What follows belongs to an exercise in optimizing a design on an open flow for small area, a short achievable clock period and few clock cycles; a production flow would make more cautious choices.
Power figures rest on the tool's default switching activity, not on a simulated workload.

==> flow/design.v <==
`timescale 1ns / 1ps
module cpu_hazard(input wire clk,
           input wire rst,
           input wire enable,
           input wire start,
           output wire d_we,
           output wire [7:0] i_addr,
           output wire [7:0] d_addr,
           input  wire [15:0] i_datain,
           input  wire [15:0] d_datain,
           output wire [15:0] d_dataout,
           output wire busy
    );
    function automatic [7:0] add8(input [7:0] x, input [7:0] y);
      reg [7:0] p, g, t, gg, tt;
      integer d, i;
      begin
        p = x ^ y;
        g = x & y;
        t = x | y;
        gg = g;
        tt = t;
        for (d = 1; d < 8; d = d * 2)
          for (i = 7; i >= d; i = i - 1)
          begin
            if (d == 1 && i == 1)
              gg[1] = g[1] | ((t[1] & x[0]) & y[0]);
            else
              gg[i] = gg[i] | (tt[i] & gg[i - d]);
            tt[i] = tt[i] & tt[i - d];
          end
        add8 = p ^ {gg[6:0], 1'b0};
      end
    endfunction
    function automatic [7:0] inc8(input [7:0] x);
      integer i;
      begin
        for (i = 0; i < 8; i = i + 1)
          inc8[i] = x[i] ^ ((i == 0) ? 1'b1 : &(x | ~((8'd1 << i) - 8'd1)));
      end
    endfunction
    function automatic [15:0] rev16(input [15:0] x);
      integer i;
      for (i = 0; i < 16; i = i + 1) rev16[i] = x[15 - i];
    endfunction
    reg state;
    reg [7:0] pc;
    reg [15:0] gr [0:7];       
    reg [7:0]  vld;            
    reg zf, nf, cf;
    reg [15:0] ex_a;           
    reg [15:0] ex_b;           
    reg [3:0]  ex_sh;          
    reg [7:0]  ex_wsel;        
    reg        ex_load;
    reg        ex_store;
    reg        ex_flags;       
    reg        ex_sub;         
    reg        ex_cin;         
    reg        ex_sra;         
    reg        ex_s_add, ex_s_and, ex_s_or, ex_s_xor, ex_s_shr, ex_s_shl;
    assign i_addr = pc;
    assign busy = state;
    wire ex = state & enable;
    wire cin = ex_cin;
    wire [15:0] ap = ex_a ^ ex_b;
    wire [15:0] ag = ex_a & ex_b;
    wire [15:0] ao = ex_a | ex_b;
    reg [15:0] kg, kt;
    integer d, i;
    always @(*)
    begin
      kg = ag;
      kt = ao;
      for (d = 1; d < 16; d = d * 2)
        for (i = 15; i >= d; i = i - 1)
        begin
          kg[i] = kg[i] | (kt[i] & kg[i - d]);
          kt[i] = kt[i] & kt[i - d];
        end
    end
    wire [16:0] carry = {kg | (kt & {16{cin}}), cin};
    wire [15:0] sum = ap ^ carry[15:0];
    wire alu_cf = ex_sub ? ~carry[16] : carry[16];
    wire alu_zf = (ap == {ao[14:0], cin});
    wire alu_nf = sum[15];
    wire [15:0] sh_in = ex_s_shl ? rev16(ex_a) : ex_a;
    wire [31:0] shr = {{16{ex_sra & ex_a[15]}}, sh_in} >> ex_sh;
    wire [15:0] wd = ({16{ex_s_add}} & sum) | ({16{ex_s_and}} & ag) | ({16{ex_s_or}} & ao)
                   | ({16{ex_s_xor}} & ap) | ({16{ex_s_shr}} & shr[15:0])
                   | ({16{ex_s_shl}} & rev16(shr[15:0])) | ({16{ex_load}} & d_datain);
    wire [3:0] da_p = ex_a[3:0] ^ ex_sh;
    wire [3:0] da_g = ex_a[3:0] & ex_sh;
    wire [3:0] da_t = ex_a[3:0] | ex_sh;
    wire da_c1 = da_g[0];
    wire da_c2 = da_g[1] | ((da_t[1] & ex_a[0]) & ex_sh[0]);
    wire da_c3 = da_g[2] | (da_t[2] & da_g[1]) | (da_t[2] & da_t[1] & da_g[0]);
    wire da_c4 = da_g[3] | (da_t[3] & da_g[2]) | (da_t[3] & da_t[2] & da_g[1])
               | (da_t[3] & da_t[2] & da_t[1] & da_g[0]);
    wire [3:0] da_hi = ex_a[7:4];
    wire [3:0] da_inc = {da_hi[3] ^ (&da_hi[2:0]), da_hi[2] ^ (&da_hi[1:0]), da_hi[1] ^ da_hi[0], ~da_hi[0]};
    assign d_addr = {da_c4 ? da_inc : da_hi, da_p ^ {da_c3, da_c2, da_c1, 1'b0}};
    assign d_dataout = ex_b;
    assign d_we = ex_store;
    wire zf_n = ex_flags ? alu_zf : zf;
    wire nf_n = ex_flags ? alu_nf : nf;
    wire cf_n = ex_flags ? alu_cf : cf;
    always @(posedge clk or negedge rst)
    begin
      if (!rst)
      begin
        zf <= 1'b0;
        nf <= 1'b0;
        cf <= 1'b0;
      end
      else
      begin
        zf <= zf_n;
        nf <= nf_n;
        cf <= cf_n;
      end
    end
    integer k;
    always @(posedge clk)
    begin
      for (k = 0; k < 8; k = k + 1)
        if (ex_wsel[k])
          gr[k] <= wd;
    end
    always @(posedge clk or negedge rst)
    begin
      if (!rst) vld <= 8'b0;
      else vld <= vld | ex_wsel;
    end
    wire [4:0] op = i_datain[15:11];
    wire [2:0] rd = i_datain[10:8];
    wire [2:0] r1 = i_datain[6:4];
    wire [2:0] r2 = i_datain[2:0];
    wire [7:0] imm8 = i_datain[7:0];
    wire [3:0] imm4 = i_datain[3:0];
    wire op_halt  = (op == 5'b00001);
    wire op_load  = (op == 5'b00010);
    wire op_store = (op == 5'b00011);
    wire op_shl   = (op == 5'b00100) || (op == 5'b00101);
    wire op_srl   = (op == 5'b00110);
    wire op_sra   = (op == 5'b00111);
    wire op_and   = (op == 5'b01101);
    wire op_or    = (op == 5'b01110);
    wire op_xor   = (op == 5'b01111);
    wire op_ldih  = (op == 5'b10000);
    wire op_imm   = (op == 5'b01001) || (op == 5'b01011);
    wire op_sub   = (op == 5'b01010) || (op == 5'b01011) || (op == 5'b01100) || (op == 5'b10010);
    wire op_addc  = (op == 5'b10001);
    wire op_subc  = (op == 5'b10010);
    wire op_jump  = (op == 5'b11000);
    wire op_br    = (op[4:3] == 2'b11) && !op_jump;   
    wire op_arith = (op == 5'b01000) || (op == 5'b01001) || (op == 5'b01010) || (op == 5'b01011) || (op == 5'b01100)
                 || (op == 5'b10000) || (op == 5'b10001) || (op == 5'b10010);
    wire wr_reg   = op_load || op_shl || op_srl || op_sra || op_and || op_or || op_xor
                 || (op_arith && op != 5'b01100);
    wire a_is_rd  = op_imm || op_ldih;
    wire [7:0] o_rd = 8'd1 << rd;
    wire [7:0] o_r1 = 8'd1 << r1;
    wire [7:0] o_r2 = 8'd1 << r2;
    wire [7:0] s_a = a_is_rd ? o_rd : o_r1;
    wire b_imm = op_ldih || op_imm;
    wire [7:0] s_b = b_imm ? 8'b0 : op_store ? o_rd : o_r2;
    wire [7:0] e_a = s_a & vld;
    wire [7:0] e_b = s_b & vld;
    wire [7:0] e_t = o_rd & vld;
    reg [15:0] g_a, g_b;
    reg [7:0] g_t;
    integer m;
    always @(*)
    begin
      g_a = 16'b0;
      g_b = 16'b0;
      g_t = 8'b0;
      for (m = 0; m < 8; m = m + 1)
      begin
        g_a = g_a | (gr[m] & {16{e_a[m]}});
        g_b = g_b | (gr[m] & {16{e_b[m]}});
        g_t = g_t | (gr[m][7:0] & {8{e_t[m]}});
      end
    end
    wire a_fwd = |(s_a & ex_wsel);
    wire [15:0] a_next = a_fwd ? wd : g_a;
    wire b_fwd = |(s_b & ex_wsel);
    wire [15:0] b_reg = {16{op_sub}} ^ (g_b | ({16{op_ldih}} & {imm8, 8'b0}) | ({16{op_imm}} & {8'b0, imm8}));
    wire [15:0] b_wd = {16{op_sub}} ^ wd;
    wire [15:0] b_next = b_fwd ? b_wd : b_reg;
    wire br_stall = op_br && |(o_rd & ex_wsel);
    wire [7:0] target = add8(g_t, imm8);
    wire sel_z = (op[2:1] == 2'b01);
    wire sel_n = (op[2:1] == 2'b10);
    wire sel_c = (op[2:1] == 2'b11);
    wire t_reg = ((sel_z & zf) | (sel_n & nf) | (sel_c & cf)) ^ op[0];
    wire t_alu = ((sel_z & alu_zf) | (sel_n & alu_nf) | (sel_c & alu_cf)) ^ op[0];
    wire taken = (op[2:1] == 2'b00) | (ex_flags ? t_alu : t_reg);
    wire go = ex && !br_stall;      
    always @(posedge clk or negedge rst)
    begin
      if (!rst) state <= 1'b0;
      else if (!state) state <= enable & start;
      else state <= enable & ~op_halt;
    end
    wire [7:0] pc_seq = !go ? pc : op_jump ? imm8 : op_halt ? pc : inc8(pc);
    wire take = go && op_br && taken;
    always @(posedge clk or negedge rst)
    begin
      if (!rst) pc <= 8'b0;
      else pc <= take ? target : pc_seq;
    end
    always @(posedge clk or negedge rst)
    begin
      if (!rst)
      begin
        ex_wsel <= 8'b0;
        ex_load <= 1'b0;
        ex_store <= 1'b0;
        ex_flags <= 1'b0;
      end
      else
      begin
        ex_wsel <= (go && wr_reg) ? o_rd : 8'b0;
        ex_load <= go && op_load;
        ex_store <= go && op_store;
        ex_flags <= go && op_arith;
      end
    end
    always @(posedge clk)
    begin
      ex_sub <= op_sub;
      ex_cin <= op_sub ? ~(op_subc & cf_n) : (op_addc & cf_n);
      ex_sra <= op_sra;
      ex_s_add <= op_arith;
      ex_s_and <= op_and;
      ex_s_or <= op_or;
      ex_s_xor <= op_xor;
      ex_s_shr <= op_srl || op_sra;
      ex_s_shl <= op_shl;
      ex_sh <= imm4;
      ex_a <= a_next;
      ex_b <= b_next;
    end
endmodule
clock: 6.0 ns
lec_check: 0
cap_margin: 20
core_margin: 2
core_utilization: 40
setup_slack_margin: 2.5
slew_margin: 20
standard.sh (not shown) runs the stock make flow with config.mk's settings and CLKGATE_MAP_FILE= SYNTH_SCRIPT=/design/flow/synth_recipe.tcl, a recipe that flattens the netlist after the stock synthesis.
==> flow/flow/run.sh <==
#!/bin/bash
# Layout flow: the standard ORFS flow (standard synthesis, floorplan, power grid,
# placement, CTS, routing) with two changes to how the resizer works:
#  - ports are buffered with a plain buffer (buf_4) instead of the delay cell the
#    platform picks by default;
#  - the resizer may change a cell to any equivalent cell, not only one with the
#    same footprint (MATCH_CELL_FOOTPRINT=0).
# ORFS writes each step's full log under orfs/logs; make's own output goes to flow.log.
set -euo pipefail
bash standard.sh MATCH_CELL_FOOTPRINT=0 "BUFFER_PORTS_ARGS=-buffer_cell sky130_fd_sc_hd__buf_4" finish > flow.log 2>&1
The first run completed with no timing, DRC or antenna violations.
==> next run, changes <==
--- a/flow/design.v
+++ b/flow/design.v
@@ -52,4 +52,6 @@
     reg [15:0] ex_b;           
     reg [3:0]  ex_sh;          
+    reg [7:0]  ex_base;        
+    reg [3:0]  ex_off;         
     reg [7:0]  ex_wsel;        
     reg        ex_load;
@@ -85,18 +87,30 @@
     wire alu_zf = (ap == {ao[14:0], cin});
     wire alu_nf = sum[15];
-    wire [15:0] sh_in = ex_s_shl ? rev16(ex_a) : ex_a;
-    wire [31:0] shr = {{16{ex_sra & ex_a[15]}}, sh_in} >> ex_sh;
+    wire fill = ex_sra & ex_a[15];
+    reg [15:0] sx, sy;
+    integer sk, si;
+    always @(*)
+    begin
+      sx = ex_a;
+      for (sk = 0; sk < 4; sk = sk + 1)
+      begin
+        for (si = 0; si < 16; si = si + 1)
+          sy[si] = (ex_s_shl & ex_sh[sk] & ((si >= (1 << sk)) ? sx[(si - (1 << sk)) & 15] : 1'b0))
+                 | (ex_s_shr & ex_sh[sk] & ((si + (1 << sk) <= 15) ? sx[(si + (1 << sk)) & 15] : fill))
+                 | (~ex_sh[sk] & sx[si]);
+        sx = sy;
+      end
+    end
     wire [15:0] wd = ({16{ex_s_add}} & sum) | ({16{ex_s_and}} & ag) | ({16{ex_s_or}} & ao)
-                   | ({16{ex_s_xor}} & ap) | ({16{ex_s_shr}} & shr[15:0])
-                   | ({16{ex_s_shl}} & rev16(shr[15:0])) | ({16{ex_load}} & d_datain);
-    wire [3:0] da_p = ex_a[3:0] ^ ex_sh;
-    wire [3:0] da_g = ex_a[3:0] & ex_sh;
-    wire [3:0] da_t = ex_a[3:0] | ex_sh;
+                   | ({16{ex_s_xor}} & ap) | ({16{ex_s_shr | ex_s_shl}} & sx) | ({16{ex_load}} & d_datain);
+    wire [3:0] da_p = ex_base[3:0] ^ ex_off;
+    wire [3:0] da_g = ex_base[3:0] & ex_off;
+    wire [3:0] da_t = ex_base[3:0] | ex_off;
     wire da_c1 = da_g[0];
-    wire da_c2 = da_g[1] | ((da_t[1] & ex_a[0]) & ex_sh[0]);
+    wire da_c2 = da_g[1] | ((da_t[1] & ex_base[0]) & ex_off[0]);
     wire da_c3 = da_g[2] | (da_t[2] & da_g[1]) | (da_t[2] & da_t[1] & da_g[0]);
     wire da_c4 = da_g[3] | (da_t[3] & da_g[2]) | (da_t[3] & da_t[2] & da_g[1])
                | (da_t[3] & da_t[2] & da_t[1] & da_g[0]);
-    wire [3:0] da_hi = ex_a[7:4];
+    wire [3:0] da_hi = ex_base[7:4];
     wire [3:0] da_inc = {da_hi[3] ^ (&da_hi[2:0]), da_hi[2] ^ (&da_hi[1:0]), da_hi[1] ^ da_hi[0], ~da_hi[0]};
     assign d_addr = {da_c4 ? da_inc : da_hi, da_p ^ {da_c3, da_c2, da_c1, 1'b0}};
@@ -241,4 +255,6 @@
       ex_s_shl <= op_shl;
       ex_sh <= imm4;
+      ex_base <= (op_load || op_store) ? a_next[7:0] : 8'b0;
+      ex_off <= (op_load || op_store) ? imm4 : 4'b0;
       ex_a <= a_next;
       ex_b <= b_next;
The new run went through all stages and came out clean.
Wire length is higher by 8.8%.
Synthesized cell count increases by 12%.
Power is higher by about 0.45%.
Cell count increases by about 11%.
Cell area came out higher by about 5.4%.
Utilization shrinks by 0.41 points.
Combinational power is about the same.
Worst setup slack improves by 0.042 ns.
Synthesized area climbs by 6.1%.
Register-to-register slack gains 0.02 ns.
Sequential power came out higher by about 6%.
Global-route usage rose by 0.53 points.
Clock skew rose by 0.020 ns.
Function was not checked in any run of this note: the RTL went through the layout flow alone.

static timing again, ports no longer ideal:
How much do the figures lean on ideal ports? The routed layouts below were timed once more, with nothing changed but the port constraints.
Step 1 (the two cells are an assumption about what drives the block):
set clk [get_ports {clk}]
set_driving_cell -lib_cell sky130_fd_sc_hd__clkbuf_16 $clk
set_driving_cell -lib_cell sky130_fd_sc_hd__buf_2 [delete_from_list [all_inputs] $clk]
Step 2, shift: input delay + t, output delay - t, t = (earliest + latest rising clock arrival at the registers) / 2. This alone moves slack from input paths to output paths.
a / b / c = ideal / step 1 / step 2; a / b = the first two.
| run | t (ns) | setup WS [ns] | pins driven straight from the clock port |
|---|---|---|---|
| the first run | 0.579 | 2.500 / 2.527 / 1.948 | 1 |
| the second run | 0.591 | 2.542 / 2.525 / 1.955 | 1 |
After both steps setup and hold are still met in every run listed. The setup slack of the second run, which loses most, moves by -0.017 ns with the drivers and by -0.587 ns with both steps.
